Background: an optimization exercise with open tools, aiming at small area, a short achievable clock period and few clock cycles per item. Do not read the settings as production practice.
In this exercise RTL edits were held to simulation tests only and were not proved equivalent to the original.
Power and IR drop assume default switching activity.

== willow ==
// JAM
module JAM (
    input CLK,
    input RST,
    output reg [2:0] W,
    output reg [2:0] J,
    input [6:0] Cost,
    output reg [3:0] MatchCount,
    output reg [9:0] MinCost,
    output reg Valid );
localparam [3:0] S_SCAN = 4'd0,   
                 S_WAIT = 4'd1,   
                 S_A0   = 4'd3,   
                 S_ADJ  = 4'd4,   
                 S_PRU  = 4'd5,   
                 S_DINI = 4'd6,   
                 S_DFS  = 4'd7,   
                 S_DONE = 4'd8;
localparam [1:0] T_NONE = 2'd0, T_SCAN = 2'd1, T_ADJ = 2'd2, T_A0 = 2'd3;
reg [3:0]  cs;
reg        fix;           
reg        wz;            
reg        adj_end;
reg        aug;           
reg [7:0]  wv   [0:7];    
reg [7:0]  mv   [0:7];    
reg [2:0]  way  [0:7];    
reg [2:0]  p    [0:7];    
reg [7:0]  mt;            
reg [7:0]  used;          
reg [2:0]  row;           
reg [3:0]  j0;            
reg [6:0]  dl;            
reg [9:0]  base;          
reg [7:0]  best;          
reg [2:0]  j1;            
reg [2:0]  jj;            
reg [1:0]  s1_tag;
reg [9:0]  s1_cb;         
reg [7:0]  s1_w;          
reg [7:0]  s1_corr;       
reg        s1_wb;
reg [2:0]  s1_col;
reg [1:0]  s2_tag;
reg [7:0]  s2_x;          
reg [7:0]  s2_m;
reg [2:0]  s2_col;
reg        s2_mt;         
reg        j1_mt;         
integer q;
function [3:0] next_free;
  input [7:0] u;
  input [3:0] from;
  integer n;
  begin
    next_free = 4'd8;
    for (n = 7; n >= 0; n = n - 1)
      if (!u[n] && n >= from) next_free = n;
  end
endfunction
function [2:0] lowest;
  input [7:0] m;
  integer n;
  begin
    lowest = 3'd0;
    for (n = 7; n >= 0; n = n - 1)
      if (m[n]) lowest = n;
  end
endfunction
function [3:0] nf_next;
  input [7:0] m;
  input [2:0] a;
  integer n;
  begin
    nf_next = 4'd8;
    for (n = 7; n >= 0; n = n - 1)
      if (m[n] && n > a) nf_next = n;
  end
endfunction
function [3:0] nf_prev;
  input [7:0] m;
  input [2:0] a;
  integer n;
  begin
    nf_prev = 4'd8;
    for (n = 0; n < 8; n = n + 1)
      if (m[n] && n < a) nf_prev = n;
  end
endfunction
function [9:0] add10c;
  input [9:0] a, b;
  input       cin;
  ...
clock: 4.0 ns
lec_check: 0
cap_margin: 20
core_margin: 2
core_utilization: 40
cts_cluster_diameter: 140
cts_cluster_size: 20
slew_margin: 20
run.sh (not shown) runs the stock make flow with config.mk's settings and CLKGATE_MAP_FILE= SYNTH_SCRIPT=/design/flow/synth_recipe.tcl, a recipe that flattens the netlist after the stock synthesis.
Testbench counts of willow, summed over its fixed seeds: cycles 4,584, tables 18.
### willow -> juniper
Settings: CORE_UTILIZATION changed from 40 to 55; CTS_CLUSTER_DIAMETER changed from 140 to 100.
==> run notes <==
Between willow and juniper, met1 layer usage reported by global route is higher for juniper, willow comes in under that. Number of nets in the layout went up slightly going from willow to juniper. juniper -> willow: number of sequential cells in the layout delta 0, exact match. On synthesized area per cell, willow tracks juniper almost exactly. In the reports for willow and juniper, the larger fraction of standard cell area that is sequential belongs to juniper. Taking willow as the reference point, the number of clock buffers in the layout of juniper rises by 2. Going from willow to juniper, met3 demand-to-capacity share in global routing went up by 3.2 points, number of routed nets with antenna violations was more or less identical, post-route cell area dropped about 0.43%.
Input-level comparison between sierra and juniper:
Settings: CORE_UTILIZATION changed from 55 to 40.
## What came out
- Compared with juniper, sierra shows a routed wire length that is 3.3% higher.
- sierra: clock-buffer cell count 2 below juniper
- Detailed-router iteration count before antenna repair in sierra vs juniper: up 5
- Re inserted tap cell count: sierra is 178 up on juniper.
- The lower die boundary width came out of juniper.
- Diff juniper -> sierra: post-route non-filler standard cell count went up about 6%; proportion of cell area occupied by registers shows a reduction of 0.36 points; synthesized-area fraction occupied by and/or/nand/nor cells ~0 delta; global routing usage summed across all routing layers fell 9.6 points.
#### Input delta (raven over sierra)
Settings: setting PLACE_DENSITY to 0.65 for the first time; changing CORE_UTILIZATION from 40 to 50.
Findings:
- raven vs. sierra: register clock-pin slew on the reported worst setup and hold paths about even; total non-filler cell area in the finished layout saw little to no change; clock power decreased about 4%.
- Per the comparison of raven with sierra, final cell count fell 100; fmax rose about 0.9%.
Inputs modified between raven and quartz:
Settings: PLACE_DENSITY no longer set, was 0.65; CORE_UTILIZATION now 40, was 50; CTS_CLUSTER_SIZE now 15, was 20.
Notes after the runs:
quartz ends up with a layout overhead on the synthesized area that is 1.0 points higher than in raven. Pre-CTS setup slack (higher): quartz. Sort quartz and raven by portion of total power attributed to combinational logic asc -> top: quartz.
The inputs of maple differ from those of quartz as listed below.
Settings: changing CTS_CLUSTER_SIZE from 15 to 25.
Notes after the runs:
maple completed every stage of the flow, and the final layout passed the timing, DRC and antenna checks.
Relative to quartz, via count decreased by about 0.37% in maple.
Looking only at switching fraction of total power, and setting everything else aside, the lower value of quartz and maple goes to quartz.
Lower count of clock-buffer cells in the layout goes to maple over quartz.
maple: area added between synthesis and finish is 0.59 points lower than what quartz reported.
quartz and maple ended up with nearly the same delay of the slowest critical-path stage.
Relative to quartz, minimum clock period increased by 0.0047 ns in maple.
Final cell area: maple below quartz
Power ended up about 1.3% lower on maple than on quartz.
maple has sum of routed wire length over all layers below what quartz had.


JAM, a different RTL version from the one above (not shown whole).
For scale: roughly 480 flip-flops, about 30 I/O pins, roughly 0.028 mm² of cells after synthesis.
export LEC_CHECK = 0
export CAP_MARGIN = 20
export CORE_MARGIN = 2
export CORE_UTILIZATION = 65
export PLACE_DENSITY = 0.75
export SLEW_MARGIN = 20
create_clock -name core_clock -period 4.0 [get_ports {CLK}]
Testbench counts at the start, summed over its fixed seeds: cycles 5,644, tables 18.
Next try:
--- a/flow/config.mk
+++ b/flow/config.mk
@@ -9,4 +9,3 @@
 export CORE_MARGIN = 2
-export CORE_UTILIZATION = 65
-export PLACE_DENSITY = 0.75
+export CORE_UTILIZATION = 40
 export SLEW_MARGIN = 20
Result: Via count shrinks by a few percent. Worst setup slack got worse by 0.060 ns. Count of clock-buffer cells in the layout fell by 15. Maximum frequency goes down slightly. Clock skew went up by 0.014 ns. Register-to-register slack is worse by 0.06 ns. Non-clock buffer count increases by 4. Core utilization fell by 27 points. Flip-flop and latch count does not change. Synthesized cell count does not change. Hold slack stays flat.
Next try:
--- a/flow/config.mk
+++ b/flow/config.mk
@@ -7,2 +7,3 @@
 export LEC_CHECK = 0
+export ABC_AREA = 1
 export CAP_MARGIN = 20
Combinational power came out lower by roughly a tenth; total power shrinks by a few percent; sequential share of layout area came out lower by 1.7 points; cell area goes up by a few percent; synthesized cell count grows by a quarter to a third; maximum frequency came out higher slightly.


JAM with an RTL version that a note above also has.
Size: ~2200 cells after synthesis, about 320 flip-flops, roughly 22000 µm² of cells after synthesis.
export LEC_CHECK = 0
export CAP_MARGIN = 20
export CORE_MARGIN = 2
export CORE_UTILIZATION = 40
export CTS_CLUSTER_DIAMETER = 100
export CTS_CLUSTER_SIZE = 25
export PLACE_DENSITY = 0.65
export SLEW_MARGIN = 20
create_clock -name core_clock -period 4.0 [get_ports {CLK}]
Testbench counts at the start, summed over its fixed seeds: cycles 4,584, tables 18.
Rerun with:
--- a/flow/config.mk
+++ b/flow/config.mk
@@ -8,7 +8,6 @@
 export CAP_MARGIN = 20
 export CORE_MARGIN = 2
-export CORE_UTILIZATION = 40
+export CORE_UTILIZATION = 45
 export CTS_CLUSTER_DIAMETER = 100
-export CTS_CLUSTER_SIZE = 25
-export PLACE_DENSITY = 0.65
+export CTS_CLUSTER_SIZE = 20
 export SLEW_MARGIN = 20
The changed run produced a clean layout.
Hold slack is worse by 19 ps.
Die area fell by 11%.
Sequential power barely changes.
Design area fell by 1.5%.
Power fell by 0.73%.
Rerun with:
--- a/flow/config.mk
+++ b/flow/config.mk
@@ -8,5 +8,5 @@
 export CAP_MARGIN = 20
 export CORE_MARGIN = 2
-export CORE_UTILIZATION = 45
+export CORE_UTILIZATION = 50
 export CTS_CLUSTER_DIAMETER = 100
 export CTS_CLUSTER_SIZE = 20
What happened: Die area decreases by about 10%; utilization increases by 5.8 points; power decreases by about 0.34%; cell area increases by about 0.4%; synthesized area does not change; setup slack improves by 35 ps; fmax increases by about 0.9%; sequential power stays flat; count of clock-buffer cells in the layout is unchanged; routed wire length increases by 1.7%; critical path depth decreases by 2.


JAM, a different RTL version from the one above (not shown whole).
For scale: ~310 flip-flops.
Settings: LEC_CHECK=0, CAP_MARGIN=20, CORE_MARGIN=2, CORE_UTILIZATION=40, CTS_CLUSTER_DIAMETER=100, CTS_CLUSTER_SIZE=30, GPL_TIMING_DRIVEN=0, SLEW_MARGIN=20; clock period 4.0 ns.
The first run finished but failed the layout checks on setup timing.
Testbench counts at the start, summed over its fixed seeds: cycles 4,571, tables 18.
Edit:
--- a/flow/config.mk
+++ b/flow/config.mk
@@ -11,4 +11,4 @@
 export CTS_CLUSTER_DIAMETER = 100
 export CTS_CLUSTER_SIZE = 30
-export GPL_TIMING_DRIVEN = 0
+export PLACE_DENSITY = 0.7
 export SLEW_MARGIN = 20
Outcome:
- The changed run went through all stages and came out clean
- total power fell by 5.9%
- final cell count fell by 2.7%
- setup slack improved by 0.22 ns
- maximum frequency rose by 5.6%
- sequential share of layout area rose by 1.1 points
- cell area fell by 3.2%
- worst hold slack improved by 0.031 ns
- synthesized cell count is unchanged
Edit:
--- a/flow/config.mk
+++ b/flow/config.mk
@@ -9,6 +9,5 @@
 export CORE_MARGIN = 2
 export CORE_UTILIZATION = 40
-export CTS_CLUSTER_DIAMETER = 100
+export CTS_CLUSTER_DIAMETER = 80
 export CTS_CLUSTER_SIZE = 30
-export PLACE_DENSITY = 0.7
 export SLEW_MARGIN = 20
The changed run produced a clean layout.
Worst setup slack improved by 0.044 ns.
Sequential cell count stays the same.
Final cell count rises by 1.4%.
Final area rises by about 2%.
Register-to-register slack improved by 0.04 ns.
Via count falls by 0.76%.
Power rises by 3.1%.
Edit:
--- a/flow/config.mk
+++ b/flow/config.mk
@@ -9,5 +9,3 @@
 export CORE_MARGIN = 2
 export CORE_UTILIZATION = 40
-export CTS_CLUSTER_DIAMETER = 80
-export CTS_CLUSTER_SIZE = 30
 export SLEW_MARGIN = 20
=>
- worst setup slack improves by 0.050 ns
- clock skew goes down by 0.017 ns
- hold slack is worse by 0.0058 ns
- critical path depth climbs by 6

## port drivers added, routing unchanged
The flow's constraints put no driver on any port. The routed layouts listed below were extracted and timed again, unchanged, in two steps.
Step 1 (the two cells are an assumption about what drives the block):
set clk [get_ports {CLK}]
set_driving_cell -lib_cell sky130_fd_sc_hd__clkbuf_16 $clk
set_driving_cell -lib_cell sky130_fd_sc_hd__buf_2 [delete_from_list [all_inputs] $clk]
Step 2 times the ports against the registers' clock, not the clock port: input delays grow and output delays shrink by t, the midpoint of the rising clock arrivals with the driver on.
Slacks: ideal / step 1 / step 2; pairs: ideal / step 1.
run | shift t [ns] | slack for setup (ns) | worst hold slack (ns) | clock arrival spread, ns | worst register clock-pin slew, ns
willow | 0.607 | 0.186 / 0.186 / 0.186 | 0.426 / 0.426 / 0.426 | 0.035 / 0.035 | 0.11 / 0.11
juniper | 0.599 | 0.137 / 0.137 / 0.137 | 0.421 / 0.421 / 0.421 | 0.037 / 0.037 | 0.10 / 0.10
sierra | 0.611 | 0.202 / 0.202 / 0.202 | 0.473 / 0.473 / 0.473 | 0.043 / 0.043 | 0.10 / 0.10
raven | 0.622 | 0.234 / 0.234 / 0.230 | 0.432 / 0.432 / 0.432 | 0.028 / 0.028 | 0.10 / 0.10
quartz | 0.624 | 0.173 / 0.173 / 0.173 | 0.443 / 0.443 / 0.443 | 0.026 / 0.026 | 0.08 / 0.08
maple | 0.612 | 0.169 / 0.169 / 0.169 | 0.447 / 0.447 / 0.447 | 0.056 / 0.056 | 0.11 / 0.11
the first run of note 2 | 0.667 | 0.474 / 0.474 / 0.474 | 0.350 / 0.350 / 0.350 | 0.025 / 0.025 | 0.07 / 0.07
the second run of note 2 | 0.681 | 0.414 / 0.414 / 0.414 | 0.349 / 0.349 / 0.349 | 0.037 / 0.036 | 0.07 / 0.07
the third run of note 2 | 0.691 | 0.469 / 0.469 / 0.469 | 0.348 / 0.348 / 0.348 | 0.028 / 0.027 | 0.07 / 0.07
the first run of note 3 | 0.624 | 0.085 / 0.085 / 0.085 | 0.431 / 0.431 / 0.431 | 0.033 / 0.034 | 0.10 / 0.10
the second run of note 3 | 0.622 | 0.224 / 0.224 / 0.224 | 0.412 / 0.412 / 0.412 | 0.027 / 0.028 | 0.09 / 0.09
the third run of note 3 | 0.617 | 0.259 / 0.259 / 0.259 | 0.406 / 0.406 / 0.406 | 0.034 / 0.034 | 0.11 / 0.11
the first run of note 4 | 0.637 | -0.134 / -0.134 / -0.134 | 0.453 / 0.453 / 0.453 | 0.027 / 0.026 | 0.11 / 0.11
the second run of note 4 | 0.627 | 0.085 / 0.085 / 0.085 | 0.484 / 0.484 / 0.484 | 0.047 / 0.047 | 0.12 / 0.12
the third run of note 4 | 0.646 | 0.129 / 0.129 / 0.129 | 0.477 / 0.477 / 0.477 | 0.040 / 0.040 | 0.11 / 0.11
the fourth run of note 4 | 0.641 | 0.179 / 0.179 / 0.179 | 0.471 / 0.471 / 0.471 | 0.025 / 0.025 | 0.07 / 0.07
For raven, which loses most, drivers alone change the setup slack by 0.000 ns; drivers and shift together by -0.004 ns.
